This is an optimization exercise on Yosys and OpenROAD, whose aim is small area and a short achievable clock period, not a production implementation.
At most, simulation tests tie the RTL to the original design; equivalence was not proved.
Only the layout flow was run in run 1; the RTL was not checked for function there.
Power figures rest on the tool's default switching activity, not on a simulated workload.

## flow/design.v (module list and top-level ports; edited modules follow where they fit)
// module r6_mux4h: 3 lines
// module r6_xor: 3 lines
// module r6_gt: 6 lines
// module r6_ao: 3 lines
// module r6_lx: 3 lines
// module r6_pe: 3 lines
// module r6_wb: 6 lines
// module r6_pgn: 11 lines
// module r6_gn: 8 lines
// module risc6_core: 567 lines
module risc6_core (
    input clk,
    input rst,
    input [31:0] instr,
    output reg [31:0] pc,
    output reg [31:0] R0, R1, R2, R3,
    output [31:0] R4, R5, R6, R7,
    output reg halt
);
  // ...
==> flow/flow/run.sh <==
#!/bin/bash
# Standard layout, with plain buffers (not delay cells) on the ports.
set -e
cp standard.sh standard_sh_copy.log
export BUFFER_PORTS_ARGS="-buffer_cell sky130_fd_sc_hd__buf_1"
bash standard.sh > standard.log 2>&1
==> flow/standard.sh <==
#!/bin/bash
# synth_recipe.tcl (not shown) runs the flow's synth.tcl, then flattens the netlist and writes it again
# the make line also repeats each setting of config.mk as NAME=value (left out here)
make -C /OpenROAD-flow-scripts/flow DESIGN_CONFIG=/design/flow/config.mk WORK_HOME=/design/flow/orfs CLKGATE_MAP_FILE= SYNTH_SCRIPT=/design/flow/synth_recipe.tcl "${@:-finish}"
==> flow/config.mk <==
export PLATFORM = sky130hd
export DESIGN_NAME = risc6_core
export DESIGN_NICKNAME = risc6_core
export VERILOG_FILES = /design/flow/design.v
export SDC_FILE = /design/flow/constraint.sdc
export NUM_CORES = 4
export LEC_CHECK = 0
export ABC_AREA = 0
export CAP_MARGIN = 20
export CORE_MARGIN = 2
export CORE_UTILIZATION = 55
export SETUP_SLACK_MARGIN = 3.2
export SLEW_MARGIN = 20
export SYNTH_HIERARCHICAL = 1
==> flow/constraint.sdc <==
create_clock -name core_clock -period 6.0 [get_ports {clk}]
set_input_delay 1.2000 -clock core_clock [delete_from_list [all_inputs] [get_ports {clk}]]
set_output_delay 1.2000 -clock core_clock [all_outputs]
set_load 0.01 [all_outputs]
==> flow_summary.ini, run 1 <==
[status]
status = timing/DRC/antenna clean

[clocking]
cts_root_buffer = clkbuf_16
tritoncts = yes
cts_hold_buf = 0
htreeDepth = 1

[pwr]
powerClk_uw = 1450
comb_power_share_pct = 39.7

[run]
maxCapViolations = 0

[worst_setup_path]
critPathMaxStageDelay_ps = 400
critPathLaunchType = register
crit_cells = 14
cp-end-kind = register

[die]
start_util_pct = 56.35
die_area_um2 = 23710

[cells_and_area]
largest_class = multi-input gates
antenna_cells = 0
drive_above_1_share_pct = 18.78
multi_input_area_share_pct = 49.67
nFillCells = 1830
nMultiInputCombCells = 1175

[timing]
worst_slew_pin_slew_ps = 1127
grt_setup_unrepaired = yes
period_minus_slack_ps = 2794

[detailed_routing]
routed_wirelength_um = 39880
dr.pass1.iters = 7

[hold_path]
hold_path_depth = 1

[placed_design]
post_dp_cell_area_um2 = 13050
==> run 2: changes to the inputs <==
--- a/flow/design.v
+++ b/flow/design.v
@@ -327,286 +327,433 @@
     r6_xor   xp31 (.a(a[31]), .b(bx[31]), .y(p[31]));
     r6_gt    gt31 (.a(a[31]), .bx(bx[31]), .b(b[31]), .arith(ir_arith), .ng(ng[31]), .nt(nt[31]), .nab(nab[31]));
     r6_ao    ao31 (.andn(ir_andn), .nab(nab[31]), .orn(ir_orn), .nt(nt[31]), .x(x[31]));
     r6_lx #(.IMM(0)) lx31 (.ldi(ir_ldi), .imm(1'b0), .xcls(ir_xcls), .p(p[31]), .y(y[31]));
     wire pgc_0_g;
     r6_gn #(.HN(1), .LN(0), .ON(0)) nc_0 (.gh(ng[0]), .ph(nt[0]), .gl(ir_sub), .go(pgc_0_g));
     wire pg0_1_g;
     r6_gn #(.HN(1), .LN(0), .ON(0)) n0_1 (.gh(ng[1]), .ph(nt[1]), .gl(pgc_0_g), .go(pg0_1_g));
+    wire pg0_2_g;
+    wire pg0_2_p;
+    r6_pgn #(.HN(1), .LN(1), .ON(0)) n0_2 (.gh(ng[2]), .ph(nt[2]), .gl(ng[1]), .pl(nt[1]), .go(pg0_2_g), .po(pg0_2_p));
     wire pg0_3_g;
     wire pg0_3_p;
     r6_pgn #(.HN(1), .LN(1), .ON(0)) n0_3 (.gh(ng[3]), .ph(nt[3]), .gl(ng[2]), .pl(nt[2]), .go(pg0_3_g), .po(pg0_3_p));
+    wire pg0_4_g;
+    wire pg0_4_p;
+    r6_pgn #(.HN(1), .LN(1), .ON(0)) n0_4 (.gh(ng[4]), .ph(nt[4]), .gl(ng[3]), .pl(nt[3]), .go(pg0_4_g), .po(pg0_4_p));
     wire pg0_5_g;
     wire pg0_5_p;
     r6_pgn #(.HN(1), .LN(1), .ON(0)) n0_5 (.gh(ng[5]), .ph(nt[5]), .gl(ng[4]), .pl(nt[4]), .go(pg0_5_g), .po(pg0_5_p));
+    wire pg0_6_g;
+    wire pg0_6_p;
+    r6_pgn #(.HN(1), .LN(1), .ON(0)) n0_6 (.gh(ng[6]), .ph(nt[6]), .gl(ng[5]), .pl(nt[5]), .go(pg0_6_g), .po(pg0_6_p));
     wire pg0_7_g;
     wire pg0_7_p;
     r6_pgn #(.HN(1), .LN(1), .ON(0)) n0_7 (.gh(ng[7]), .ph(nt[7]), .gl(ng[6]), .pl(nt[6]), .go(pg0_7_g), .po(pg0_7_p));
+    wire pg0_8_g;
+    wire pg0_8_p;
+    r6_pgn #(.HN(1), .LN(1), .ON(0)) n0_8 (.gh(ng[8]), .ph(nt[8]), .gl(ng[7]), .pl(nt[7]), .go(pg0_8_g), .po(pg0_8_p));
     wire pg0_9_g;
     wire pg0_9_p;
     r6_pgn #(.HN(1), .LN(1), .ON(0)) n0_9 (.gh(ng[9]), .ph(nt[9]), .gl(ng[8]), .pl(nt[8]), .go(pg0_9_g), .po(pg0_9_p));
+    wire pg0_10_g;
+    wire pg0_10_p;
+    r6_pgn #(.HN(1), .LN(1), .ON(0)) n0_10 (.gh(ng[10]), .ph(nt[10]), .gl(ng[9]), .pl(nt[9]), .go(pg0_10_g), .po(pg0_10_p));
     wire pg0_11_g;
     wire pg0_11_p;
     r6_pgn #(.HN(1), .LN(1), .ON(0)) n0_11 (.gh(ng[11]), .ph(nt[11]), .gl(ng[10]), .pl(nt[10]), .go(pg0_11_g), .po(pg0_11_p));
+    wire pg0_12_g;
+    wire pg0_12_p;
+    r6_pgn #(.HN(1), .LN(1), .ON(0)) n0_12 (.gh(ng[12]), .ph(nt[12]), .gl(ng[11]), .pl(nt[11]), .go(pg0_12_g), .po(pg0_12_p));
     wire pg0_13_g;
     wire pg0_13_p;
     r6_pgn #(.HN(1), .LN(1), .ON(0)) n0_13 (.gh(ng[13]), .ph(nt[13]), .gl(ng[12]), .pl(nt[12]), .go(pg0_13_g), .po(pg0_13_p));
+    wire pg0_14_g;
+    wire pg0_14_p;
+    r6_pgn #(.HN(1), .LN(1), .ON(0)) n0_14 (.gh(ng[14]), .ph(nt[14]), .gl(ng[13]), .pl(nt[13]), .go(pg0_14_g), .po(pg0_14_p));
     wire pg0_15_g;
     wire pg0_15_p;
     r6_pgn #(.HN(1), .LN(1), .ON(0)) n0_15 (.gh(ng[15]), .ph(nt[15]), .gl(ng[14]), .pl(nt[14]), .go(pg0_15_g), .po(pg0_15_p));
+    wire pg0_16_g;
+    wire pg0_16_p;
+    r6_pgn #(.HN(1), .LN(1), .ON(0)) n0_16 (.gh(ng[16]), .ph(nt[16]), .gl(ng[15]), .pl(nt[15]), .go(pg0_16_g), .po(pg0_16_p));
     wire pg0_17_g;
     wire pg0_17_p;
     r6_pgn #(.HN(1), .LN(1), .ON(0)) n0_17 (.gh(ng[17]), .ph(nt[17]), .gl(ng[16]), .pl(nt[16]), .go(pg0_17_g), .po(pg0_17_p));
+    wire pg0_18_g;
+    wire pg0_18_p;
+    r6_pgn #(.HN(1), .LN(1), .ON(0)) n0_18 (.gh(ng[18]), .ph(nt[18]), .gl(ng[17]), .pl(nt[17]), .go(pg0_18_g), .po(pg0_18_p));
     wire pg0_19_g;
     wire pg0_19_p;
     r6_pgn #(.HN(1), .LN(1), .ON(0)) n0_19 (.gh(ng[19]), .ph(nt[19]), .gl(ng[18]), .pl(nt[18]), .go(pg0_19_g), .po(pg0_19_p));
+    wire pg0_20_g;
+    wire pg0_20_p;
+    r6_pgn #(.HN(1), .LN(1), .ON(0)) n0_20 (.gh(ng[20]), .ph(nt[20]), .gl(ng[19]), .pl(nt[19]), .go(pg0_20_g), .po(pg0_20_p));
     wire pg0_21_g;
     wire pg0_21_p;
     r6_pgn #(.HN(1), .LN(1), .ON(0)) n0_21 (.gh(ng[21]), .ph(nt[21]), .gl(ng[20]), .pl(nt[20]), .go(pg0_21_g), .po(pg0_21_p));
+    wire pg0_22_g;
+    wire pg0_22_p;
+    r6_pgn #(.HN(1), .LN(1), .ON(0)) n0_22 (.gh(ng[22]), .ph(nt[22]), .gl(ng[21]), .pl(nt[21]), .go(pg0_22_g), .po(pg0_22_p));
     wire pg0_23_g;
     wire pg0_23_p;
     r6_pgn #(.HN(1), .LN(1), .ON(0)) n0_23 (.gh(ng[23]), .ph(nt[23]), .gl(ng[22]), .pl(nt[22]), .go(pg0_23_g), .po(pg0_23_p));
+    wire pg0_24_g;
+    wire pg0_24_p;
+    r6_pgn #(.HN(1), .LN(1), .ON(0)) n0_24 (.gh(ng[24]), .ph(nt[24]), .gl(ng[23]), .pl(nt[23]), .go(pg0_24_g), .po(pg0_24_p));
     wire pg0_25_g;
     wire pg0_25_p;
     r6_pgn #(.HN(1), .LN(1), .ON(0)) n0_25 (.gh(ng[25]), .ph(nt[25]), .gl(ng[24]), .pl(nt[24]), .go(pg0_25_g), .po(pg0_25_p));
+    wire pg0_26_g;
+    wire pg0_26_p;
+    r6_pgn #(.HN(1), .LN(1), .ON(0)) n0_26 (.gh(ng[26]), .ph(nt[26]), .gl(ng[25]), .pl(nt[25]), .go(pg0_26_g), .po(pg0_26_p));
     wire pg0_27_g;
     wire pg0_27_p;
     r6_pgn #(.HN(1), .LN(1), .ON(0)) n0_27 (.gh(ng[27]), .ph(nt[27]), .gl(ng[26]), .pl(nt[26]), .go(pg0_27_g), .po(pg0_27_p));
+    wire pg0_28_g;
+    wire pg0_28_p;
+    r6_pgn #(.HN(1), .LN(1), .ON(0)) n0_28 (.gh(ng[28]), .ph(nt[28]), .gl(ng[27]), .pl(nt[27]), .go(pg0_28_g), .po(pg0_28_p));
     wire pg0_29_g;
     wire pg0_29_p;
     r6_pgn #(.HN(1), .LN(1), .ON(0)) n0_29 (.gh(ng[29]), .ph(nt[29]), .gl(ng[28]), .pl(nt[28]), .go(pg0_29_g), .po(pg0_29_p));
+    wire pg0_30_g;
+    wire pg0_30_p;
+    r6_pgn #(.HN(1), .LN(1), .ON(0)) n0_30 (.gh(ng[30]), .ph(nt[30]), .gl(ng[29]), .pl(nt[29]), .go(pg0_30_g), .po(pg0_30_p));
     wire pg0_31_g;
     wire pg0_31_p;
     r6_pgn #(.HN(1), .LN(1), .ON(0)) n0_31 (.gh(ng[31]), .ph(nt[31]), .gl(ng[30]), .pl(nt[30]), .go(pg0_31_g), .po(pg0_31_p));
     wire pg1_2_g;
-    r6_gn #(.HN(1), .LN(0), .ON(0)) n1_2 (.gh(ng[2]), .ph(nt[2]), .gl(pg0_1_g), .go(pg1_2_g));
+    r6_gn #(.HN(0), .LN(0), .ON(1)) n1_2 (.gh(pg0_2_g), .ph(pg0_2_p), .gl(pgc_0_g), .go(pg1_2_g));
     wire pg1_3_g;
     r6_gn #(.HN(0), .LN(0), .ON(1)) n1_3 (.gh(pg0_3_g), .ph(pg0_3_p), .gl(pg0_1_g), .go(pg1_3_g));
+    wire pg1_4_g;
+    wire pg1_4_p;
+    r6_pgn #(.HN(0), .LN(0), .ON(1)) n1_4 (.gh(pg0_4_g), .ph(pg0_4_p), .gl(pg0_2_g), .pl(pg0_2_p), .go(pg1_4_g), .po(pg1_4_p));
+    wire pg1_5_g;
+    wire pg1_5_p;
+    r6_pgn #(.HN(0), .LN(0), .ON(1)) n1_5 (.gh(pg0_5_g), .ph(pg0_5_p), .gl(pg0_3_g), .pl(pg0_3_p), .go(pg1_5_g), .po(pg1_5_p));
     wire pg1_6_g;
     wire pg1_6_p;
-    r6_pgn #(.HN(1), .LN(0), .ON(0)) n1_6 (.gh(ng[6]), .ph(nt[6]), .gl(pg0_5_g), .pl(pg0_5_p), .go(pg1_6_g), .po(pg1_6_p));
+    r6_pgn #(.HN(0), .LN(0), .ON(1)) n1_6 (.gh(pg0_6_g), .ph(pg0_6_p), .gl(pg0_4_g), .pl(pg0_4_p), .go(pg1_6_g), .po(pg1_6_p));
     wire pg1_7_g;
     wire pg1_7_p;
     r6_pgn #(.HN(0), .LN(0), .ON(1)) n1_7 (.gh(pg0_7_g), .ph(pg0_7_p), .gl(pg0_5_g), .pl(pg0_5_p), .go(pg1_7_g), .po(pg1_7_p));
+    wire pg1_8_g;
+    wire pg1_8_p;
+    r6_pgn #(.HN(0), .LN(0), .ON(1)) n1_8 (.gh(pg0_8_g), .ph(pg0_8_p), .gl(pg0_6_g), .pl(pg0_6_p), .go(pg1_8_g), .po(pg1_8_p));
+    wire pg1_9_g;
+    wire pg1_9_p;
+    r6_pgn #(.HN(0), .LN(0), .ON(1)) n1_9 (.gh(pg0_9_g), .ph(pg0_9_p), .gl(pg0_7_g), .pl(pg0_7_p), .go(pg1_9_g), .po(pg1_9_p));
     wire pg1_10_g;
     wire pg1_10_p;
-    r6_pgn #(.HN(1), .LN(0), .ON(0)) n1_10 (.gh(ng[10]), .ph(nt[10]), .gl(pg0_9_g), .pl(pg0_9_p), .go(pg1_10_g), .po(pg1_10_p));
+    r6_pgn #(.HN(0), .LN(0), .ON(1)) n1_10 (.gh(pg0_10_g), .ph(pg0_10_p), .gl(pg0_8_g), .pl(pg0_8_p), .go(pg1_10_g), .po(pg1_10_p));
     wire pg1_11_g;
     wire pg1_11_p;
     r6_pgn #(.HN(0), .LN(0), .ON(1)) n1_11 (.gh(pg0_11_g), .ph(pg0_11_p), .gl(pg0_9_g), .pl(pg0_9_p), .go(pg1_11_g), .po(pg1_11_p));
+    wire pg1_12_g;
+    wire pg1_12_p;
+    r6_pgn #(.HN(0), .LN(0), .ON(1)) n1_12 (.gh(pg0_12_g), .ph(pg0_12_p), .gl(pg0_10_g), .pl(pg0_10_p), .go(pg1_12_g), .po(pg1_12_p));
+    wire pg1_13_g;
+    wire pg1_13_p;
+    r6_pgn #(.HN(0), .LN(0), .ON(1)) n1_13 (.gh(pg0_13_g), .ph(pg0_13_p), .gl(pg0_11_g), .pl(pg0_11_p), .go(pg1_13_g), .po(pg1_13_p));
     wire pg1_14_g;
     wire pg1_14_p;
-    r6_pgn #(.HN(1), .LN(0), .ON(0)) n1_14 (.gh(ng[14]), .ph(nt[14]), .gl(pg0_13_g), .pl(pg0_13_p), .go(pg1_14_g), .po(pg1_14_p));
+    r6_pgn #(.HN(0), .LN(0), .ON(1)) n1_14 (.gh(pg0_14_g), .ph(pg0_14_p), .gl(pg0_12_g), .pl(pg0_12_p), .go(pg1_14_g), .po(pg1_14_p));
     wire pg1_15_g;
     wire pg1_15_p;
     r6_pgn #(.HN(0), .LN(0), .ON(1)) n1_15 (.gh(pg0_15_g), .ph(pg0_15_p), .gl(pg0_13_g), .pl(pg0_13_p), .go(pg1_15_g), .po(pg1_15_p));
+    wire pg1_16_g;
+    wire pg1_16_p;
+    r6_pgn #(.HN(0), .LN(0), .ON(1)) n1_16 (.gh(pg0_16_g), .ph(pg0_16_p), .gl(pg0_14_g), .pl(pg0_14_p), .go(pg1_16_g), .po(pg1_16_p));
+    wire pg1_17_g;
+    wire pg1_17_p;
+    r6_pgn #(.HN(0), .LN(0), .ON(1)) n1_17 (.gh(pg0_17_g), .ph(pg0_17_p), .gl(pg0_15_g), .pl(pg0_15_p), .go(pg1_17_g), .po(pg1_17_p));
     wire pg1_18_g;
     wire pg1_18_p;
-    r6_pgn #(.HN(1), .LN(0), .ON(0)) n1_18 (.gh(ng[18]), .ph(nt[18]), .gl(pg0_17_g), .pl(pg0_17_p), .go(pg1_18_g), .po(pg1_18_p));
+    r6_pgn #(.HN(0), .LN(0), .ON(1)) n1_18 (.gh(pg0_18_g), .ph(pg0_18_p), .gl(pg0_16_g), .pl(pg0_16_p), .go(pg1_18_g), .po(pg1_18_p));
     wire pg1_19_g;
     wire pg1_19_p;
     r6_pgn #(.HN(0), .LN(0), .ON(1)) n1_19 (.gh(pg0_19_g), .ph(pg0_19_p), .gl(pg0_17_g), .pl(pg0_17_p), .go(pg1_19_g), .po(pg1_19_p));
+    wire pg1_20_g;
+    wire pg1_20_p;
+    r6_pgn #(.HN(0), .LN(0), .ON(1)) n1_20 (.gh(pg0_20_g), .ph(pg0_20_p), .gl(pg0_18_g), .pl(pg0_18_p), .go(pg1_20_g), .po(pg1_20_p));
+    wire pg1_21_g;
+    wire pg1_21_p;
+    r6_pgn #(.HN(0), .LN(0), .ON(1)) n1_21 (.gh(pg0_21_g), .ph(pg0_21_p), .gl(pg0_19_g), .pl(pg0_19_p), .go(pg1_21_g), .po(pg1_21_p));
     wire pg1_22_g;
     wire pg1_22_p;
-    r6_pgn #(.HN(1), .LN(0), .ON(0)) n1_22 (.gh(ng[22]), .ph(nt[22]), .gl(pg0_21_g), .pl(pg0_21_p), .go(pg1_22_g), .po(pg1_22_p));
+    r6_pgn #(.HN(0), .LN(0), .ON(1)) n1_22 (.gh(pg0_22_g), .ph(pg0_22_p), .gl(pg0_20_g), .pl(pg0_20_p), .go(pg1_22_g), .po(pg1_22_p));
     wire pg1_23_g;
     wire pg1_23_p;
     r6_pgn #(.HN(0), .LN(0), .ON(1)) n1_23 (.gh(pg0_23_g), .ph(pg0_23_p), .gl(pg0_21_g), .pl(pg0_21_p), .go(pg1_23_g), .po(pg1_23_p));
+    wire pg1_24_g;
+    wire pg1_24_p;
+    r6_pgn #(.HN(0), .LN(0), .ON(1)) n1_24 (.gh(pg0_24_g), .ph(pg0_24_p), .gl(pg0_22_g), .pl(pg0_22_p), .go(pg1_24_g), .po(pg1_24_p));
+    wire pg1_25_g;
+    wire pg1_25_p;
+    r6_pgn #(.HN(0), .LN(0), .ON(1)) n1_25 (.gh(pg0_25_g), .ph(pg0_25_p), .gl(pg0_23_g), .pl(pg0_23_p), .go(pg1_25_g), .po(pg1_25_p));
     wire pg1_26_g;
     wire pg1_26_p;
-    r6_pgn #(.HN(1), .LN(0), .ON(0)) n1_26 (.gh(ng[26]), .ph(nt[26]), .gl(pg0_25_g), .pl(pg0_25_p), .go(pg1_26_g), .po(pg1_26_p));
+    r6_pgn #(.HN(0), .LN(0), .ON(1)) n1_26 (.gh(pg0_26_g), .ph(pg0_26_p), .gl(pg0_24_g), .pl(pg0_24_p), .go(pg1_26_g), .po(pg1_26_p));
     wire pg1_27_g;
     wire pg1_27_p;
     r6_pgn #(.HN(0), .LN(0), .ON(1)) n1_27 (.gh(pg0_27_g), .ph(pg0_27_p), .gl(pg0_25_g), .pl(pg0_25_p), .go(pg1_27_g), .po(pg1_27_p));
+    wire pg1_28_g;
+    wire pg1_28_p;
+    r6_pgn #(.HN(0), .LN(0), .ON(1)) n1_28 (.gh(pg0_28_g), .ph(pg0_28_p), .gl(pg0_26_g), .pl(pg0_26_p), .go(pg1_28_g), .po(pg1_28_p));
+    wire pg1_29_g;
+    wire pg1_29_p;
+    r6_pgn #(.HN(0), .LN(0), .ON(1)) n1_29 (.gh(pg0_29_g), .ph(pg0_29_p), .gl(pg0_27_g), .pl(pg0_27_p), .go(pg1_29_g), .po(pg1_29_p));
     wire pg1_30_g;
     wire pg1_30_p;
-    r6_pgn #(.HN(1), .LN(0), .ON(0)) n1_30 (.gh(ng[30]), .ph(nt[30]), .gl(pg0_29_g), .pl(pg0_29_p), .go(pg1_30_g), .po(pg1_30_p));
+    r6_pgn #(.HN(0), .LN(0), .ON(1)) n1_30 (.gh(pg0_30_g), .ph(pg0_30_p), .gl(pg0_28_g), .pl(pg0_28_p), .go(pg1_30_g), .po(pg1_30_p));
     wire pg1_31_g;
     wire pg1_31_p;
     r6_pgn #(.HN(0), .LN(0), .ON(1)) n1_31 (.gh(pg0_31_g), .ph(pg0_31_p), .gl(pg0_29_g), .pl(pg0_29_p), .go(pg1_31_g), .po(pg1_31_p));
     wire pg2_4_g;
-    r6_gn #(.HN(1), .LN(1), .ON(0)) n2_4 (.gh(ng[4]), .ph(nt[4]), .gl(pg1_3_g), .go(pg2_4_g));
+    r6_gn #(.HN(1), .LN(0), .ON(0)) n2_4 (.gh(pg1_4_g), .ph(pg1_4_p), .gl(pgc_0_g), .go(pg2_4_g));
     wire pg2_5_g;
-    r6_gn #(.HN(0), .LN(1), .ON(1)) n2_5 (.gh(pg0_5_g), .ph(pg0_5_p), .gl(pg1_3_g), .go(pg2_5_g));
+    r6_gn #(.HN(1), .LN(0), .ON(0)) n2_5 (.gh(pg1_5_g), .ph(pg1_5_p), .gl(pg0_1_g), .go(pg2_5_g));
     wire pg2_6_g;
-    r6_gn #(.HN(0), .LN(1), .ON(1)) n2_6 (.gh(pg1_6_g), .ph(pg1_6_p), .gl(pg1_3_g), .go(pg2_6_g));
+    r6_gn #(.HN(1), .LN(1), .ON(0)) n2_6 (.gh(pg1_6_g), .ph(pg1_6_p), .gl(pg1_2_g), .go(pg2_6_g));
     wire pg2_7_g;
     r6_gn #(.HN(1), .LN(1), .ON(0)) n2_7 (.gh(pg1_7_g), .ph(pg1_7_p), .gl(pg1_3_g), .go(pg2_7_g));
+    wire pg2_8_g;
+    wire pg2_8_p;
+    r6_pgn #(.HN(1), .LN(1), .ON(0)) n2_8 (.gh(pg1_8_g), .ph(pg1_8_p), .gl(pg1_4_g), .pl(pg1_4_p), .go(pg2_8_g), .po(pg2_8_p));
+    wire pg2_9_g;
+    wire pg2_9_p;
+    r6_pgn #(.HN(1), .LN(1), .ON(0)) n2_9 (.gh(pg1_9_g), .ph(pg1_9_p), .gl(pg1_5_g), .pl(pg1_5_p), .go(pg2_9_g), .po(pg2_9_p));
+    wire pg2_10_g;
+    wire pg2_10_p;
+    r6_pgn #(.HN(1), .LN(1), .ON(0)) n2_10 (.gh(pg1_10_g), .ph(pg1_10_p), .gl(pg1_6_g), .pl(pg1_6_p), .go(pg2_10_g), .po(pg2_10_p));
+    wire pg2_11_g;
+    wire pg2_11_p;
+    r6_pgn #(.HN(1), .LN(1), .ON(0)) n2_11 (.gh(pg1_11_g), .ph(pg1_11_p), .gl(pg1_7_g), .pl(pg1_7_p), .go(pg2_11_g), .po(pg2_11_p));
     wire pg2_12_g;
     wire pg2_12_p;
-    r6_pgn #(.HN(1), .LN(1), .ON(0)) n2_12 (.gh(ng[12]), .ph(nt[12]), .gl(pg1_11_g), .pl(pg1_11_p), .go(pg2_12_g), .po(pg2_12_p));
+    r6_pgn #(.HN(1), .LN(1), .ON(0)) n2_12 (.gh(pg1_12_g), .ph(pg1_12_p), .gl(pg1_8_g), .pl(pg1_8_p), .go(pg2_12_g), .po(pg2_12_p));
     wire pg2_13_g;
     wire pg2_13_p;
-    r6_pgn #(.HN(0), .LN(1), .ON(1)) n2_13 (.gh(pg0_13_g), .ph(pg0_13_p), .gl(pg1_11_g), .pl(pg1_11_p), .go(pg2_13_g), .po(pg2_13_p));
+    r6_pgn #(.HN(1), .LN(1), .ON(0)) n2_13 (.gh(pg1_13_g), .ph(pg1_13_p), .gl(pg1_9_g), .pl(pg1_9_p), .go(pg2_13_g), .po(pg2_13_p));
     wire pg2_14_g;
     wire pg2_14_p;
-    r6_pgn #(.HN(0), .LN(1), .ON(1)) n2_14 (.gh(pg1_14_g), .ph(pg1_14_p), .gl(pg1_11_g), .pl(pg1_11_p), .go(pg2_14_g), .po(pg2_14_p));
+    r6_pgn #(.HN(1), .LN(1), .ON(0)) n2_14 (.gh(pg1_14_g), .ph(pg1_14_p), .gl(pg1_10_g), .pl(pg1_10_p), .go(pg2_14_g), .po(pg2_14_p));
     wire pg2_15_g;
     wire pg2_15_p;
     r6_pgn #(.HN(1), .LN(1), .ON(0)) n2_15 (.gh(pg1_15_g), .ph(pg1_15_p), .gl(pg1_11_g), .pl(pg1_11_p), .go(pg2_15_g), .po(pg2_15_p));
+    wire pg2_16_g;
+    wire pg2_16_p;
+    r6_pgn #(.HN(1), .LN(1), .ON(0)) n2_16 (.gh(pg1_16_g), .ph(pg1_16_p), .gl(pg1_12_g), .pl(pg1_12_p), .go(pg2_16_g), .po(pg2_16_p));
+    wire pg2_17_g;
+    wire pg2_17_p;
+    r6_pgn #(.HN(1), .LN(1), .ON(0)) n2_17 (.gh(pg1_17_g), .ph(pg1_17_p), .gl(pg1_13_g), .pl(pg1_13_p), .go(pg2_17_g), .po(pg2_17_p));
+    wire pg2_18_g;
+    wire pg2_18_p;
+    r6_pgn #(.HN(1), .LN(1), .ON(0)) n2_18 (.gh(pg1_18_g), .ph(pg1_18_p), .gl(pg1_14_g), .pl(pg1_14_p), .go(pg2_18_g), .po(pg2_18_p));
+    wire pg2_19_g;
+    wire pg2_19_p;
+    r6_pgn #(.HN(1), .LN(1), .ON(0)) n2_19 (.gh(pg1_19_g), .ph(pg1_19_p), .gl(pg1_15_g), .pl(pg1_15_p), .go(pg2_19_g), .po(pg2_19_p));
     wire pg2_20_g;
     wire pg2_20_p;
-    r6_pgn #(.HN(1), .LN(1), .ON(0)) n2_20 (.gh(ng[20]), .ph(nt[20]), .gl(pg1_19_g), .pl(pg1_19_p), .go(pg2_20_g), .po(pg2_20_p));
+    r6_pgn #(.HN(1), .LN(1), .ON(0)) n2_20 (.gh(pg1_20_g), .ph(pg1_20_p), .gl(pg1_16_g), .pl(pg1_16_p), .go(pg2_20_g), .po(pg2_20_p));
     wire pg2_21_g;
     wire pg2_21_p;
-    r6_pgn #(.HN(0), .LN(1), .ON(1)) n2_21 (.gh(pg0_21_g), .ph(pg0_21_p), .gl(pg1_19_g), .pl(pg1_19_p), .go(pg2_21_g), .po(pg2_21_p));
+    r6_pgn #(.HN(1), .LN(1), .ON(0)) n2_21 (.gh(pg1_21_g), .ph(pg1_21_p), .gl(pg1_17_g), .pl(pg1_17_p), .go(pg2_21_g), .po(pg2_21_p));
     wire pg2_22_g;
     wire pg2_22_p;
-    r6_pgn #(.HN(0), .LN(1), .ON(1)) n2_22 (.gh(pg1_22_g), .ph(pg1_22_p), .gl(pg1_19_g), .pl(pg1_19_p), .go(pg2_22_g), .po(pg2_22_p));
+    r6_pgn #(.HN(1), .LN(1), .ON(0)) n2_22 (.gh(pg1_22_g), .ph(pg1_22_p), .gl(pg1_18_g), .pl(pg1_18_p), .go(pg2_22_g), .po(pg2_22_p));
     wire pg2_23_g;
     wire pg2_23_p;
     r6_pgn #(.HN(1), .LN(1), .ON(0)) n2_23 (.gh(pg1_23_g), .ph(pg1_23_p), .gl(pg1_19_g), .pl(pg1_19_p), .go(pg2_23_g), .po(pg2_23_p));
+    wire pg2_24_g;
+    wire pg2_24_p;
+    r6_pgn #(.HN(1), .LN(1), .ON(0)) n2_24 (.gh(pg1_24_g), .ph(pg1_24_p), .gl(pg1_20_g), .pl(pg1_20_p), .go(pg2_24_g), .po(pg2_24_p));
+    wire pg2_25_g;
+    wire pg2_25_p;
+    r6_pgn #(.HN(1), .LN(1), .ON(0)) n2_25 (.gh(pg1_25_g), .ph(pg1_25_p), .gl(pg1_21_g), .pl(pg1_21_p), .go(pg2_25_g), .po(pg2_25_p));
+    wire pg2_26_g;
+    wire pg2_26_p;
+    r6_pgn #(.HN(1), .LN(1), .ON(0)) n2_26 (.gh(pg1_26_g), .ph(pg1_26_p), .gl(pg1_22_g), .pl(pg1_22_p), .go(pg2_26_g), .po(pg2_26_p));
+    wire pg2_27_g;
+    wire pg2_27_p;
+    r6_pgn #(.HN(1), .LN(1), .ON(0)) n2_27 (.gh(pg1_27_g), .ph(pg1_27_p), .gl(pg1_23_g), .pl(pg1_23_p), .go(pg2_27_g), .po(pg2_27_p));
     wire pg2_28_g;
     wire pg2_28_p;
-    r6_pgn #(.HN(1), .LN(1), .ON(0)) n2_28 (.gh(ng[28]), .ph(nt[28]), .gl(pg1_27_g), .pl(pg1_27_p), .go(pg2_28_g), .po(pg2_28_p));
+    r6_pgn #(.HN(1), .LN(1), .ON(0)) n2_28 (.gh(pg1_28_g), .ph(pg1_28_p), .gl(pg1_24_g), .pl(pg1_24_p), .go(pg2_28_g), .po(pg2_28_p));
     wire pg2_29_g;
     wire pg2_29_p;
-    r6_pgn #(.HN(0), .LN(1), .ON(1)) n2_29 (.gh(pg0_29_g), .ph(pg0_29_p), .gl(pg1_27_g), .pl(pg1_27_p), .go(pg2_29_g), .po(pg2_29_p));
+    r6_pgn #(.HN(1), .LN(1), .ON(0)) n2_29 (.gh(pg1_29_g), .ph(pg1_29_p), .gl(pg1_25_g), .pl(pg1_25_p), .go(pg2_29_g), .po(pg2_29_p));
     wire pg2_30_g;
     wire pg2_30_p;
-    r6_pgn #(.HN(0), .LN(1), .ON(1)) n2_30 (.gh(pg1_30_g), .ph(pg1_30_p), .gl(pg1_27_g), .pl(pg1_27_p), .go(pg2_30_g), .po(pg2_30_p));
+    r6_pgn #(.HN(1), .LN(1), .ON(0)) n2_30 (.gh(pg1_30_g), .ph(pg1_30_p), .gl(pg1_26_g), .pl(pg1_26_p), .go(pg2_30_g), .po(pg2_30_p));
     wire pg2_31_g;
     wire pg2_31_p;
     r6_pgn #(.HN(1), .LN(1), .ON(0)) n2_31 (.gh(pg1_31_g), .ph(pg1_31_p), .gl(pg1_27_g), .pl(pg1_27_p), .go(pg2_31_g), .po(pg2_31_p));
     wire pg3_8_g;
-    r6_gn #(.HN(1), .LN(0), .ON(0)) n3_8 (.gh(ng[8]), .ph(nt[8]), .gl(pg2_7_g), .go(pg3_8_g));
+    r6_gn #(.HN(0), .LN(0), .ON(1)) n3_8 (.gh(pg2_8_g), .ph(pg2_8_p), .gl(pgc_0_g), .go(pg3_8_g));
     wire pg3_9_g;
-    r6_gn #(.HN(0), .LN(0), .ON(1)) n3_9 (.gh(pg0_9_g), .ph(pg0_9_p), .gl(pg2_7_g), .go(pg3_9_g));
+    r6_gn #(.HN(0), .LN(0), .ON(1)) n3_9 (.gh(pg2_9_g), .ph(pg2_9_p), .gl(pg0_1_g), .go(pg3_9_g));
     wire pg3_10_g;
-    r6_gn #(.HN(0), .LN(0), .ON(1)) n3_10 (.gh(pg1_10_g), .ph(pg1_10_p), .gl(pg2_7_g), .go(pg3_10_g));
+    r6_gn #(.HN(0), .LN(1), .ON(1)) n3_10 (.gh(pg2_10_g), .ph(pg2_10_p), .gl(pg1_2_g), .go(pg3_10_g));
     wire pg3_11_g;
-    r6_gn #(.HN(1), .LN(0), .ON(0)) n3_11 (.gh(pg1_11_g), .ph(pg1_11_p), .gl(pg2_7_g), .go(pg3_11_g));
+    r6_gn #(.HN(0), .LN(1), .ON(1)) n3_11 (.gh(pg2_11_g), .ph(pg2_11_p), .gl(pg1_3_g), .go(pg3_11_g));
     wire pg3_12_g;
-    r6_gn #(.HN(0), .LN(0), .ON(1)) n3_12 (.gh(pg2_12_g), .ph(pg2_12_p), .gl(pg2_7_g), .go(pg3_12_g));
+    r6_gn #(.HN(0), .LN(0), .ON(1)) n3_12 (.gh(pg2_12_g), .ph(pg2_12_p), .gl(pg2_4_g), .go(pg3_12_g));
     wire pg3_13_g;
-    r6_gn #(.HN(1), .LN(0), .ON(0)) n3_13 (.gh(pg2_13_g), .ph(pg2_13_p), .gl(pg2_7_g), .go(pg3_13_g));
+    r6_gn #(.HN(0), .LN(0), .ON(1)) n3_13 (.gh(pg2_13_g), .ph(pg2_13_p), .gl(pg2_5_g), .go(pg3_13_g));
     wire pg3_14_g;
-    r6_gn #(.HN(1), .LN(0), .ON(0)) n3_14 (.gh(pg2_14_g), .ph(pg2_14_p), .gl(pg2_7_g), .go(pg3_14_g));
+    r6_gn #(.HN(0), .LN(0), .ON(1)) n3_14 (.gh(pg2_14_g), .ph(pg2_14_p), .gl(pg2_6_g), .go(pg3_14_g));
     wire pg3_15_g;
     r6_gn #(.HN(0), .LN(0), .ON(1)) n3_15 (.gh(pg2_15_g), .ph(pg2_15_p), .gl(pg2_7_g), .go(pg3_15_g));
+    wire pg3_16_g;
+    wire pg3_16_p;
+    r6_pgn #(.HN(0), .LN(0), .ON(1)) n3_16 (.gh(pg2_16_g), .ph(pg2_16_p), .gl(pg2_8_g), .pl(pg2_8_p), .go(pg3_16_g), .po(pg3_16_p));
+    wire pg3_17_g;
+    wire pg3_17_p;
+    r6_pgn #(.HN(0), .LN(0), .ON(1)) n3_17 (.gh(pg2_17_g), .ph(pg2_17_p), .gl(pg2_9_g), .pl(pg2_9_p), .go(pg3_17_g), .po(pg3_17_p));
+    wire pg3_18_g;
+    wire pg3_18_p;
+    r6_pgn #(.HN(0), .LN(0), .ON(1)) n3_18 (.gh(pg2_18_g), .ph(pg2_18_p), .gl(pg2_10_g), .pl(pg2_10_p), .go(pg3_18_g), .po(pg3_18_p));
+    wire pg3_19_g;
+    wire pg3_19_p;
+    r6_pgn #(.HN(0), .LN(0), .ON(1)) n3_19 (.gh(pg2_19_g), .ph(pg2_19_p), .gl(pg2_11_g), .pl(pg2_11_p), .go(pg3_19_g), .po(pg3_19_p));
+    wire pg3_20_g;
+    wire pg3_20_p;
+    r6_pgn #(.HN(0), .LN(0), .ON(1)) n3_20 (.gh(pg2_20_g), .ph(pg2_20_p), .gl(pg2_12_g), .pl(pg2_12_p), .go(pg3_20_g), .po(pg3_20_p));
+    wire pg3_21_g;
+    wire pg3_21_p;
+    r6_pgn #(.HN(0), .LN(0), .ON(1)) n3_21 (.gh(pg2_21_g), .ph(pg2_21_p), .gl(pg2_13_g), .pl(pg2_13_p), .go(pg3_21_g), .po(pg3_21_p));
+    wire pg3_22_g;
+    wire pg3_22_p;
+    r6_pgn #(.HN(0), .LN(0), .ON(1)) n3_22 (.gh(pg2_22_g), .ph(pg2_22_p), .gl(pg2_14_g), .pl(pg2_14_p), .go(pg3_22_g), .po(pg3_22_p));
+    wire pg3_23_g;
+    wire pg3_23_p;
+    r6_pgn #(.HN(0), .LN(0), .ON(1)) n3_23 (.gh(pg2_23_g), .ph(pg2_23_p), .gl(pg2_15_g), .pl(pg2_15_p), .go(pg3_23_g), .po(pg3_23_p));
     wire pg3_24_g;
     wire pg3_24_p;
-    r6_pgn #(.HN(1), .LN(0), .ON(0)) n3_24 (.gh(ng[24]), .ph(nt[24]), .gl(pg2_23_g), .pl(pg2_23_p), .go(pg3_24_g), .po(pg3_24_p));
+    r6_pgn #(.HN(0), .LN(0), .ON(1)) n3_24 (.gh(pg2_24_g), .ph(pg2_24_p), .gl(pg2_16_g), .pl(pg2_16_p), .go(pg3_24_g), .po(pg3_24_p));
     wire pg3_25_g;
     wire pg3_25_p;
-    r6_pgn #(.HN(0), .LN(0), .ON(1)) n3_25 (.gh(pg0_25_g), .ph(pg0_25_p), .gl(pg2_23_g), .pl(pg2_23_p), .go(pg3_25_g), .po(pg3_25_p));
+    r6_pgn #(.HN(0), .LN(0), .ON(1)) n3_25 (.gh(pg2_25_g), .ph(pg2_25_p), .gl(pg2_17_g), .pl(pg2_17_p), .go(pg3_25_g), .po(pg3_25_p));
     wire pg3_26_g;
     wire pg3_26_p;
-    r6_pgn #(.HN(0), .LN(0), .ON(1)) n3_26 (.gh(pg1_26_g), .ph(pg1_26_p), .gl(pg2_23_g), .pl(pg2_23_p), .go(pg3_26_g), .po(pg3_26_p));
+    r6_pgn #(.HN(0), .LN(0), .ON(1)) n3_26 (.gh(pg2_26_g), .ph(pg2_26_p), .gl(pg2_18_g), .pl(pg2_18_p), .go(pg3_26_g), .po(pg3_26_p));
     wire pg3_27_g;
     wire pg3_27_p;
-    r6_pgn #(.HN(1), .LN(0), .ON(0)) n3_27 (.gh(pg1_27_g), .ph(pg1_27_p), .gl(pg2_23_g), .pl(pg2_23_p), .go(pg3_27_g), .po(pg3_27_p));
+    r6_pgn #(.HN(0), .LN(0), .ON(1)) n3_27 (.gh(pg2_27_g), .ph(pg2_27_p), .gl(pg2_19_g), .pl(pg2_19_p), .go(pg3_27_g), .po(pg3_27_p));
     wire pg3_28_g;
     wire pg3_28_p;
-    r6_pgn #(.HN(0), .LN(0), .ON(1)) n3_28 (.gh(pg2_28_g), .ph(pg2_28_p), .gl(pg2_23_g), .pl(pg2_23_p), .go(pg3_28_g), .po(pg3_28_p));
+    r6_pgn #(.HN(0), .LN(0), .ON(1)) n3_28 (.gh(pg2_28_g), .ph(pg2_28_p), .gl(pg2_20_g), .pl(pg2_20_p), .go(pg3_28_g), .po(pg3_28_p));
     wire pg3_29_g;
     wire pg3_29_p;
-    r6_pgn #(.HN(1), .LN(0), .ON(0)) n3_29 (.gh(pg2_29_g), .ph(pg2_29_p), .gl(pg2_23_g), .pl(pg2_23_p), .go(pg3_29_g), .po(pg3_29_p));
+    r6_pgn #(.HN(0), .LN(0), .ON(1)) n3_29 (.gh(pg2_29_g), .ph(pg2_29_p), .gl(pg2_21_g), .pl(pg2_21_p), .go(pg3_29_g), .po(pg3_29_p));
     wire pg3_30_g;
     wire pg3_30_p;
-    r6_pgn #(.HN(1), .LN(0), .ON(0)) n3_30 (.gh(pg2_30_g), .ph(pg2_30_p), .gl(pg2_23_g), .pl(pg2_23_p), .go(pg3_30_g), .po(pg3_30_p));
+    r6_pgn #(.HN(0), .LN(0), .ON(1)) n3_30 (.gh(pg2_30_g), .ph(pg2_30_p), .gl(pg2_22_g), .pl(pg2_22_p), .go(pg3_30_g), .po(pg3_30_p));
     wire pg3_31_g;
     wire pg3_31_p;
     r6_pgn #(.HN(0), .LN(0), .ON(1)) n3_31 (.gh(pg2_31_g), .ph(pg2_31_p), .gl(pg2_23_g), .pl(pg2_23_p), .go(pg3_31_g), .po(pg3_31_p));
     wire pg4_16_g;
-    r6_gn #(.HN(1), .LN(1), .ON(0)) n4_16 (.gh(ng[16]), .ph(nt[16]), .gl(pg3_15_g), .go(pg4_16_g));
+    r6_gn #(.HN(1), .LN(0), .ON(0)) n4_16 (.gh(pg3_16_g), .ph(pg3_16_p), .gl(pgc_0_g), .go(pg4_16_g));
     wire pg4_17_g;
-    r6_gn #(.HN(0), .LN(1), .ON(1)) n4_17 (.gh(pg0_17_g), .ph(pg0_17_p), .gl(pg3_15_g), .go(pg4_17_g));
+    r6_gn #(.HN(1), .LN(0), .ON(0)) n4_17 (.gh(pg3_17_g), .ph(pg3_17_p), .gl(pg0_1_g), .go(pg4_17_g));
     wire pg4_18_g;
-    r6_gn #(.HN(0), .LN(1), .ON(1)) n4_18 (.gh(pg1_18_g), .ph(pg1_18_p), .gl(pg3_15_g), .go(pg4_18_g));
+    r6_gn #(.HN(1), .LN(1), .ON(0)) n4_18 (.gh(pg3_18_g), .ph(pg3_18_p), .gl(pg1_2_g), .go(pg4_18_g));
     wire pg4_19_g;
-    r6_gn #(.HN(1), .LN(1), .ON(0)) n4_19 (.gh(pg1_19_g), .ph(pg1_19_p), .gl(pg3_15_g), .go(pg4_19_g));
+    r6_gn #(.HN(1), .LN(1), .ON(0)) n4_19 (.gh(pg3_19_g), .ph(pg3_19_p), .gl(pg1_3_g), .go(pg4_19_g));
     wire pg4_20_g;
-    r6_gn #(.HN(0), .LN(1), .ON(1)) n4_20 (.gh(pg2_20_g), .ph(pg2_20_p), .gl(pg3_15_g), .go(pg4_20_g));
+    r6_gn #(.HN(1), .LN(0), .ON(0)) n4_20 (.gh(pg3_20_g), .ph(pg3_20_p), .gl(pg2_4_g), .go(pg4_20_g));
     wire pg4_21_g;
-    r6_gn #(.HN(1), .LN(1), .ON(0)) n4_21 (.gh(pg2_21_g), .ph(pg2_21_p), .gl(pg3_15_g), .go(pg4_21_g));
+    r6_gn #(.HN(1), .LN(0), .ON(0)) n4_21 (.gh(pg3_21_g), .ph(pg3_21_p), .gl(pg2_5_g), .go(pg4_21_g));
     wire pg4_22_g;
-    r6_gn #(.HN(1), .LN(1), .ON(0)) n4_22 (.gh(pg2_22_g), .ph(pg2_22_p), .gl(pg3_15_g), .go(pg4_22_g));
+    r6_gn #(.HN(1), .LN(0), .ON(0)) n4_22 (.gh(pg3_22_g), .ph(pg3_22_p), .gl(pg2_6_g), .go(pg4_22_g));
     wire pg4_23_g;
-    r6_gn #(.HN(0), .LN(1), .ON(1)) n4_23 (.gh(pg2_23_g), .ph(pg2_23_p), .gl(pg3_15_g), .go(pg4_23_g));
+    r6_gn #(.HN(1), .LN(0), .ON(0)) n4_23 (.gh(pg3_23_g), .ph(pg3_23_p), .gl(pg2_7_g), .go(pg4_23_g));
     wire pg4_24_g;
-    r6_gn #(.HN(0), .LN(1), .ON(1)) n4_24 (.gh(pg3_24_g), .ph(pg3_24_p), .gl(pg3_15_g), .go(pg4_24_g));
+    r6_gn #(.HN(1), .LN(1), .ON(0)) n4_24 (.gh(pg3_24_g), .ph(pg3_24_p), .gl(pg3_8_g), .go(pg4_24_g));
     wire pg4_25_g;
-    r6_gn #(.HN(1), .LN(1), .ON(0)) n4_25 (.gh(pg3_25_g), .ph(pg3_25_p), .gl(pg3_15_g), .go(pg4_25_g));
+    r6_gn #(.HN(1), .LN(1), .ON(0)) n4_25 (.gh(pg3_25_g), .ph(pg3_25_p), .gl(pg3_9_g), .go(pg4_25_g));
     wire pg4_26_g;
-    r6_gn #(.HN(1), .LN(1), .ON(0)) n4_26 (.gh(pg3_26_g), .ph(pg3_26_p), .gl(pg3_15_g), .go(pg4_26_g));
+    r6_gn #(.HN(1), .LN(1), .ON(0)) n4_26 (.gh(pg3_26_g), .ph(pg3_26_p), .gl(pg3_10_g), .go(pg4_26_g));
     wire pg4_27_g;
-    r6_gn #(.HN(0), .LN(1), .ON(1)) n4_27 (.gh(pg3_27_g), .ph(pg3_27_p), .gl(pg3_15_g), .go(pg4_27_g));
+    r6_gn #(.HN(1), .LN(1), .ON(0)) n4_27 (.gh(pg3_27_g), .ph(pg3_27_p), .gl(pg3_11_g), .go(pg4_27_g));
     wire pg4_28_g;
-    r6_gn #(.HN(1), .LN(1), .ON(0)) n4_28 (.gh(pg3_28_g), .ph(pg3_28_p), .gl(pg3_15_g), .go(pg4_28_g));
+    r6_gn #(.HN(1), .LN(1), .ON(0)) n4_28 (.gh(pg3_28_g), .ph(pg3_28_p), .gl(pg3_12_g), .go(pg4_28_g));
     wire pg4_29_g;
-    r6_gn #(.HN(0), .LN(1), .ON(1)) n4_29 (.gh(pg3_29_g), .ph(pg3_29_p), .gl(pg3_15_g), .go(pg4_29_g));
+    r6_gn #(.HN(1), .LN(1), .ON(0)) n4_29 (.gh(pg3_29_g), .ph(pg3_29_p), .gl(pg3_13_g), .go(pg4_29_g));
     wire pg4_30_g;
-    r6_gn #(.HN(0), .LN(1), .ON(1)) n4_30 (.gh(pg3_30_g), .ph(pg3_30_p), .gl(pg3_15_g), .go(pg4_30_g));
+    r6_gn #(.HN(1), .LN(1), .ON(0)) n4_30 (.gh(pg3_30_g), .ph(pg3_30_p), .gl(pg3_14_g), .go(pg4_30_g));
     wire pg4_31_g;
     r6_gn #(.HN(1), .LN(1), .ON(0)) n4_31 (.gh(pg3_31_g), .ph(pg3_31_p), .gl(pg3_15_g), .go(pg4_31_g));
     r6_pe #(.INV(0)) pe0 (.x(x[0]), .y(y[0]), .pe(pe[0]));
     r6_wb wb0 (.c(ir_sub), .pe(pe[0]), .we(wen), .r({R3[0], R2[0], R1[0], R0[0]}), .d({d3[0], d2[0], d1[0], d0[0]}));
     r6_pe #(.INV(0)) pe1 (.x(x[1]), .y(y[1]), .pe(pe[1]));
     r6_wb wb1 (.c(pgc_0_g), .pe(pe[1]), .we(wen), .r({R3[1], R2[1], R1[1], R0[1]}), .d({d3[1], d2[1], d1[1], d0[1]}));
     r6_pe #(.INV(0)) pe2 (.x(x[2]), .y(y[2]), .pe(pe[2]));
     r6_wb wb2 (.c(pg0_1_g), .pe(pe[2]), .we(wen), .r({R3[2], R2[2], R1[2], R0[2]}), .d({d3[2], d2[2], d1[2], d0[2]}));
-    r6_pe #(.INV(0)) pe3 (.x(x[3]), .y(y[3]), .pe(pe[3]));
+    r6_pe #(.INV(1)) pe3 (.x(x[3]), .y(y[3]), .pe(pe[3]));
     r6_wb wb3 (.c(pg1_2_g), .pe(pe[3]), .we(wen), .r({R3[3], R2[3], R1[3], R0[3]}), .d({d3[3], d2[3], d1[3], d0[3]}));
     r6_pe #(.INV(1)) pe4 (.x(x[4]), .y(y[4]), .pe(pe[4]));
     r6_wb wb4 (.c(pg1_3_g), .pe(pe[4]), .we(wen), .r({R3[4], R2[4], R1[4], R0[4]}), .d({d3[4], d2[4], d1[4], d0[4]}));
     r6_pe #(.INV(0)) pe5 (.x(x[5]), .y(y[5]), .pe(pe[5]));
     r6_wb wb5 (.c(pg2_4_g), .pe(pe[5]), .we(wen), .r({R3[5], R2[5], R1[5], R0[5]}), .d({d3[5], d2[5], d1[5], d0[5]}));
-    r6_pe #(.INV(1)) pe6 (.x(x[6]), .y(y[6]), .pe(pe[6]));
+    r6_pe #(.INV(0)) pe6 (.x(x[6]), .y(y[6]), .pe(pe[6]));
     r6_wb wb6 (.c(pg2_5_g), .pe(pe[6]), .we(wen), .r({R3[6], R2[6], R1[6], R0[6]}), .d({d3[6], d2[6], d1[6], d0[6]}));
-    r6_pe #(.INV(1)) pe7 (.x(x[7]), .y(y[7]), .pe(pe[7]));
+    r6_pe #(.INV(0)) pe7 (.x(x[7]), .y(y[7]), .pe(pe[7]));
     r6_wb wb7 (.c(pg2_6_g), .pe(pe[7]), .we(wen), .r({R3[7], R2[7], R1[7], R0[7]}), .d({d3[7], d2[7], d1[7], d0[7]}));
     r6_pe #(.INV(0)) pe8 (.x(x[8]), .y(y[8]), .pe(pe[8]));
     r6_wb wb8 (.c(pg2_7_g), .pe(pe[8]), .we(wen), .r({R3[8], R2[8], R1[8], R0[8]}), .d({d3[8], d2[8], d1[8], d0[8]}));
-    r6_pe #(.INV(0)) pe9 (.x(x[9]), .y(y[9]), .pe(pe[9]));
+    r6_pe #(.INV(1)) pe9 (.x(x[9]), .y(y[9]), .pe(pe[9]));
     r6_wb wb9 (.c(pg3_8_g), .pe(pe[9]), .we(wen), .r({R3[9], R2[9], R1[9], R0[9]}), .d({d3[9], d2[9], d1[9], d0[9]}));
     r6_pe #(.INV(1)) pe10 (.x(x[10]), .y(y[10]), .pe(pe[10]));
     r6_wb wb10 (.c(pg3_9_g), .pe(pe[10]), .we(wen), .r({R3[10], R2[10], R1[10], R0[10]}), .d({d3[10], d2[10], d1[10], d0[10]}));
     r6_pe #(.INV(1)) pe11 (.x(x[11]), .y(y[11]), .pe(pe[11]));
     r6_wb wb11 (.c(pg3_10_g), .pe(pe[11]), .we(wen), .r({R3[11], R2[11], R1[11], R0[11]}), .d({d3[11], d2[11], d1[11], d0[11]}));
-    r6_pe #(.INV(0)) pe12 (.x(x[12]), .y(y[12]), .pe(pe[12]));
+    r6_pe #(.INV(1)) pe12 (.x(x[12]), .y(y[12]), .pe(pe[12]));
     r6_wb wb12 (.c(pg3_11_g), .pe(pe[12]), .we(wen), .r({R3[12], R2[12], R1[12], R0[12]}), .d({d3[12], d2[12], d1[12], d0[12]}));
     r6_pe #(.INV(1)) pe13 (.x(x[13]), .y(y[13]), .pe(pe[13]));
     r6_wb wb13 (.c(pg3_12_g), .pe(pe[13]), .we(wen), .r({R3[13], R2[13], R1[13], R0[13]}), .d({d3[13], d2[13], d1[13], d0[13]}));
-    r6_pe #(.INV(0)) pe14 (.x(x[14]), .y(y[14]), .pe(pe[14]));
+    r6_pe #(.INV(1)) pe14 (.x(x[14]), .y(y[14]), .pe(pe[14]));
     r6_wb wb14 (.c(pg3_13_g), .pe(pe[14]), .we(wen), .r({R3[14], R2[14], R1[14], R0[14]}), .d({d3[14], d2[14], d1[14], d0[14]}));
-    r6_pe #(.INV(0)) pe15 (.x(x[15]), .y(y[15]), .pe(pe[15]));
+    r6_pe #(.INV(1)) pe15 (.x(x[15]), .y(y[15]), .pe(pe[15]));
     r6_wb wb15 (.c(pg3_14_g), .pe(pe[15]), .we(wen), .r({R3[15], R2[15], R1[15], R0[15]}), .d({d3[15], d2[15], d1[15], d0[15]}));
     r6_pe #(.INV(1)) pe16 (.x(x[16]), .y(y[16]), .pe(pe[16]));
     r6_wb wb16 (.c(pg3_15_g), .pe(pe[16]), .we(wen), .r({R3[16], R2[16], R1[16], R0[16]}), .d({d3[16], d2[16], d1[16], d0[16]}));
     r6_pe #(.INV(0)) pe17 (.x(x[17]), .y(y[17]), .pe(pe[17]));
     r6_wb wb17 (.c(pg4_16_g), .pe(pe[17]), .we(wen), .r({R3[17], R2[17], R1[17], R0[17]}), .d({d3[17], d2[17], d1[17], d0[17]}));
-    r6_pe #(.INV(1)) pe18 (.x(x[18]), .y(y[18]), .pe(pe[18]));
+    r6_pe #(.INV(0)) pe18 (.x(x[18]), .y(y[18]), .pe(pe[18]));
     r6_wb wb18 (.c(pg4_17_g), .pe(pe[18]), .we(wen), .r({R3[18], R2[18], R1[18], R0[18]}), .d({d3[18], d2[18], d1[18], d0[18]}));
-    r6_pe #(.INV(1)) pe19 (.x(x[19]), .y(y[19]), .pe(pe[19]));
+    r6_pe #(.INV(0)) pe19 (.x(x[19]), .y(y[19]), .pe(pe[19]));
     r6_wb wb19 (.c(pg4_18_g), .pe(pe[19]), .we(wen), .r({R3[19], R2[19], R1[19], R0[19]}), .d({d3[19], d2[19], d1[19], d0[19]}));
     r6_pe #(.INV(0)) pe20 (.x(x[20]), .y(y[20]), .pe(pe[20]));
     r6_wb wb20 (.c(pg4_19_g), .pe(pe[20]), .we(wen), .r({R3[20], R2[20], R1[20], R0[20]}), .d({d3[20], d2[20], d1[20], d0[20]}));
-    r6_pe #(.INV(1)) pe21 (.x(x[21]), .y(y[21]), .pe(pe[21]));
+    r6_pe #(.INV(0)) pe21 (.x(x[21]), .y(y[21]), .pe(pe[21]));
     r6_wb wb21 (.c(pg4_20_g), .pe(pe[21]), .we(wen), .r({R3[21], R2[21], R1[21], R0[21]}), .d({d3[21], d2[21], d1[21], d0[21]}));
     r6_pe #(.INV(0)) pe22 (.x(x[22]), .y(y[22]), .pe(pe[22]));
     r6_wb wb22 (.c(pg4_21_g), .pe(pe[22]), .we(wen), .r({R3[22], R2[22], R1[22], R0[22]}), .d({d3[22], d2[22], d1[22], d0[22]}));
     r6_pe #(.INV(0)) pe23 (.x(x[23]), .y(y[23]), .pe(pe[23]));
     r6_wb wb23 (.c(pg4_22_g), .pe(pe[23]), .we(wen), .r({R3[23], R2[23], R1[23], R0[23]}), .d({d3[23], d2[23], d1[23], d0[23]}));
-    r6_pe #(.INV(1)) pe24 (.x(x[24]), .y(y[24]), .pe(pe[24]));
+    r6_pe #(.INV(0)) pe24 (.x(x[24]), .y(y[24]), .pe(pe[24]));
     r6_wb wb24 (.c(pg4_23_g), .pe(pe[24]), .we(wen), .r({R3[24], R2[24], R1[24], R0[24]}), .d({d3[24], d2[24], d1[24], d0[24]}));
-    r6_pe #(.INV(1)) pe25 (.x(x[25]), .y(y[25]), .pe(pe[25]));
+    r6_pe #(.INV(0)) pe25 (.x(x[25]), .y(y[25]), .pe(pe[25]));
     r6_wb wb25 (.c(pg4_24_g), .pe(pe[25]), .we(wen), .r({R3[25], R2[25], R1[25], R0[25]}), .d({d3[25], d2[25], d1[25], d0[25]}));
     r6_pe #(.INV(0)) pe26 (.x(x[26]), .y(y[26]), .pe(pe[26]));
     r6_wb wb26 (.c(pg4_25_g), .pe(pe[26]), .we(wen), .r({R3[26], R2[26], R1[26], R0[26]}), .d({d3[26], d2[26], d1[26], d0[26]}));
     r6_pe #(.INV(0)) pe27 (.x(x[27]), .y(y[27]), .pe(pe[27]));
     r6_wb wb27 (.c(pg4_26_g), .pe(pe[27]), .we(wen), .r({R3[27], R2[27], R1[27], R0[27]}), .d({d3[27], d2[27], d1[27], d0[27]}));
-    r6_pe #(.INV(1)) pe28 (.x(x[28]), .y(y[28]), .pe(pe[28]));
+    r6_pe #(.INV(0)) pe28 (.x(x[28]), .y(y[28]), .pe(pe[28]));
     r6_wb wb28 (.c(pg4_27_g), .pe(pe[28]), .we(wen), .r({R3[28], R2[28], R1[28], R0[28]}), .d({d3[28], d2[28], d1[28], d0[28]}));
     r6_pe #(.INV(0)) pe29 (.x(x[29]), .y(y[29]), .pe(pe[29]));
     r6_wb wb29 (.c(pg4_28_g), .pe(pe[29]), .we(wen), .r({R3[29], R2[29], R1[29], R0[29]}), .d({d3[29], d2[29], d1[29], d0[29]}));
-    r6_pe #(.INV(1)) pe30 (.x(x[30]), .y(y[30]), .pe(pe[30]));
+    r6_pe #(.INV(0)) pe30 (.x(x[30]), .y(y[30]), .pe(pe[30]));
     r6_wb wb30 (.c(pg4_29_g), .pe(pe[30]), .we(wen), .r({R3[30], R2[30], R1[30], R0[30]}), .d({d3[30], d2[30], d1[30], d0[30]}));
-    r6_pe #(.INV(1)) pe31 (.x(x[31]), .y(y[31]), .pe(pe[31]));
+    r6_pe #(.INV(0)) pe31 (.x(x[31]), .y(y[31]), .pe(pe[31]));
     r6_wb wb31 (.c(pg4_30_g), .pe(pe[31]), .we(wen), .r({R3[31], R2[31], R1[31], R0[31]}), .d({d3[31], d2[31], d1[31], d0[31]}));
     always @(posedge clk or posedge rst) begin
         if (rst) begin
             R0 <= 32'd0; R1 <= 32'd0; R2 <= 32'd0; R3 <= 32'd0;
         end else begin
             R0 <= d0; R1 <= d1; R2 <= d2; R3 <= d3;
         end
     end
==> flow/config.mk (replaced) <==
export PLATFORM = sky130hd
export DESIGN_NAME = risc6_core
export DESIGN_NICKNAME = risc6_core
export VERILOG_FILES = /design/flow/design.v
export SDC_FILE = /design/flow/constraint.sdc
export NUM_CORES = 4
export LEC_CHECK = 0
export ABC_AREA = 0
export CAP_MARGIN = 20
export CORE_MARGIN = 2
export CORE_UTILIZATION = 55
export SETUP_SLACK_MARGIN = 3.5
export SLEW_MARGIN = 20
export SYNTH_HIERARCHICAL = 1
==> run 2 against run 1 <==
Synthesized cell count increased by 5.3%. Non-clock buffer count grew 5. Still clean on timing, DRC and antenna. Highest routed layer unchanged. Core utilization grew 4.5 points. Largest power group unchanged. Area after synthesis increased by 2.9%.
==> flow_summary.ini, run 2 <==
[status]
status = timing/DRC/antenna clean

[timing]
slew_headroom_pct = 34.39
fin_setup_tns_ps = 0
layout_setup_ws_ps = 3271
period_share_pct = 45.48
final-setup-viol-count = 0
finalMaxSlewViolations = 0
fmax_mhz = 366.4
hold_viol = 0
grt_setup_unrepaired = yes
worst_slew_pin_slew_ps = 984.2
period_minus_slack_ps = 2729
fin_skew_ps = 8.338

[die]
io_pins = 323
die_h_um = 156.2
start_util_pct = 56.07
die_x_um = 156.2
die_area_um2 = 24380
rows = 55
core-area_um2 = 22710

[worst_setup_path]
critPathLaunchType = register
ff2ff_setup_slack_ps = 3270
endpoint = R1[31]$_DFF_PP0_
cp_max_fo = 8
critical-path-slowest-cell = dfxtp_4
cp_top_family = compound AO/OA/AOI/OAI gates
required_ps = 6390
crit_cells = 12
arrival_ps = 3120
crit_start = ir_sb[0]$_SDFF_PP0_
critPathMaxStageDelay_ps = 380
regToRegEndpoint = R1[31]$_DFF_PP0_
cp_cell_sequence = buf_8 -> a22oi_1 -> nand2_1 -> xor2_2 -> nand3_2 -> o21ai_4 -> a21oi_4 -> o21ai_4 -> a21oi_4 -> o21ai_2 -> xnor2_2 -> a21oi_1
cp-end-kind = register
path_buf_inv = 1
worstReg2RegStart = ir_sb[0]$_SDFF_PP0_
r2r_cells = 12
path_class = register to register

[pwr]
p_leak_uw = 0.006561
seqPwrFrac_pct = 33.5
comb_power_share_pct = 43.9
p_clk_share_pct = 22.5
ir_drop_v = 0.0002723
switching_power_uw = 3080
swShare_pct = 44.13
p_per_area_nw_per_um2 = 422.8
p_total_uw = 6979
internal-power_uw = 3899

[cells_and_area]
drive_above_1_share_pct = 24.86
final_util_pct = 72.69
finalNetCount = 1816
regArea_um2 = 4979
layout_common_cells = 194 x buf_1, 169 x nor2_1, 162 x dfrtp_1
area_growth_pct = 29.65
multi_input_area_um2 = 8911
antenna_cells = 0
layout_commonest_cell = buf_1
nFillCells = 1713

[placed_design]
gp_congestion = 1.049
hpwl_um = 27630
placement.io_buffers = 194
dp_slack_ps = 2775

[global_routing]
met1_usage_pct = 43.70
grt_pass1_wl_um = 61030
grt.busiest_layer = met2
track_usage_pct = 31.39
met2_usage_pct = 52.30
grt_remaining_overflow = 0
antenna_found_initial = 0
grt_pass1_vias = 10910
grt_max_degree = 163
use_met3_pct = 3.889

[hold_path]
hold_path_depth = 1
hold_class = register to register

[clocking]
cts_root_buffer = clkbuf_16
tritoncts = yes
htreeDepth = 1
clk_pin_slew_ps = 60
cts_buffers = 23
clk_latency_ps = 540
clockBufferDepth = 3
clock_sinks = 206
cts_hold_buf = 0

[detailed_routing]
num_vias = 12400
vias_per_cell = 5.954
drc = 0
first_iter_violations = 1185
routed_wirelength_um = 42080
wl_per_cell_um = 20.20
dr.pass1.iters = 7
drtAntennaViolNets = 0

[logic_synthesis]
synthCells = 1509
syn_avg_cell_area_um2 = 8.438
synth_area_um2 = 12730
yosys_warnings = 7

[run]
maxCapViolations = 0
## run 2: metal layers
| layer | vias up | share of wire, % | wire length [um] |
|---|---|---|---|
| li1 | 5668 | - | - |
| met1 | 6035 | 41 | 17060 |
| met2 | 587 | 49 | 20490 |
| met3 | 112 | 7.2 | 3039 |
| met4 | 0 | 3.5 | 1491 |
| met5 | - | 0 | 0 |
## run 2: area by class of cell
type	count	area share [%]
Sequential cell	206	30.16
Tap cell	285	2.160
Clock buffer	31	4.108
Clock inverter	11	1.054
Multi-Input combinational cell	1272	53.98
Inverter	19	0.4548
Timing Repair Buffer	259	8.087
## run 2: worst reg2reg max path, cell delays in order (launching register included)
cell	delay (ps)
dfxtp_4	380
buf_8	160
a22oi_1	200
nand2_1	160
xor2_2	300
nand3_2	200
o21ai_4	300
a21oi_4	130
o21ai_4	220
a21oi_4	70
o21ai_2	170
xnor2_2	180
a21oi_1	110
## run 2: worst min-delay path by stage
stage | from | endpoint | slack, ps
2_1_floorplan | halt$_DFF_PP0_ | halt$_DFF_PP0_ | 500
6_report | halt$_DFF_PP0_ | halt$_DFF_PP0_ | 470
4_1_cts | halt$_DFF_PP0_ | halt$_DFF_PP0_ | 470
3_5_place_dp | halt$_DFF_PP0_ | halt$_DFF_PP0_ | 460
3_3_place_gp | halt$_DFF_PP0_ | halt$_DFF_PP0_ | 450
5_1_grt | halt$_DFF_PP0_ | halt$_DFF_PP0_ | 500
## run 2: what timing repair did
action,4_1_cts,5_1_grt
pin swaps,18,135
endpoints found under the setup margin,119,122
gates resized for setup,149,191
setup buffers,26,29
## run 2: power by group through the flow
| stage | registers [uW] | logic (uW) | clock network (uW) |
|---|---|---|---|
| 5_1_grt | 2390 | 3330 | 1640 |
| 3_5_place_dp | 2330 | 2300 | 0 |
| 2_1_floorplan | 2370 | 1530 | 0 |
| 6_report | 2340 | 3070 | 1570 |
| 3_3_place_gp | 2340 | 2250 | 0 |
| 4_1_cts | 2310 | 2580 | 1600 |
## run 2: metrics by stage
| stage | std cells | instance area [um2] | hold WS [ps] |
|---|---|---|---|
| after CTS | 2054 | 15230 | 472.9 |
| after floorplan | 1636 | 13270 | 504.1 |
| after global placement | 1986 | 13440 | 447.8 |
| final | 2083 | 16510 | 471.4 |
| after global routing | 2083 | 16510 | 496.2 |
| after detailed placement | 1986 | 13440 | 459.0 |

-- port drivers added, routing unchanged --
How much do the figures lean on ideal ports? The routed layouts below were timed once more, with nothing changed but the port constraints. Step 1: set_driving_cell puts a clkbuf_16 on clk and a buf_2 on each other input, an assumption about the parent block. Step 2, shift: input delay + t, output delay - t, t = (earliest + latest rising clock arrival at the registers) / 2. This alone moves slack from input paths to output paths. Three values: no drivers, after step 1, after step 2; two values: the first two.
| run | shift t [ns] | setup slack, ns | slew at the worst register clock pin (ns) |
|---|---|---|---|
| run 1 | 0.567 | 3.206 / 3.206 / 3.206 | 0.07 / 0.07 |
| run 2 | 0.584 | 3.271 / 3.271 / 3.271 | 0.07 / 0.07 |
After both steps every run listed still meets setup and hold.
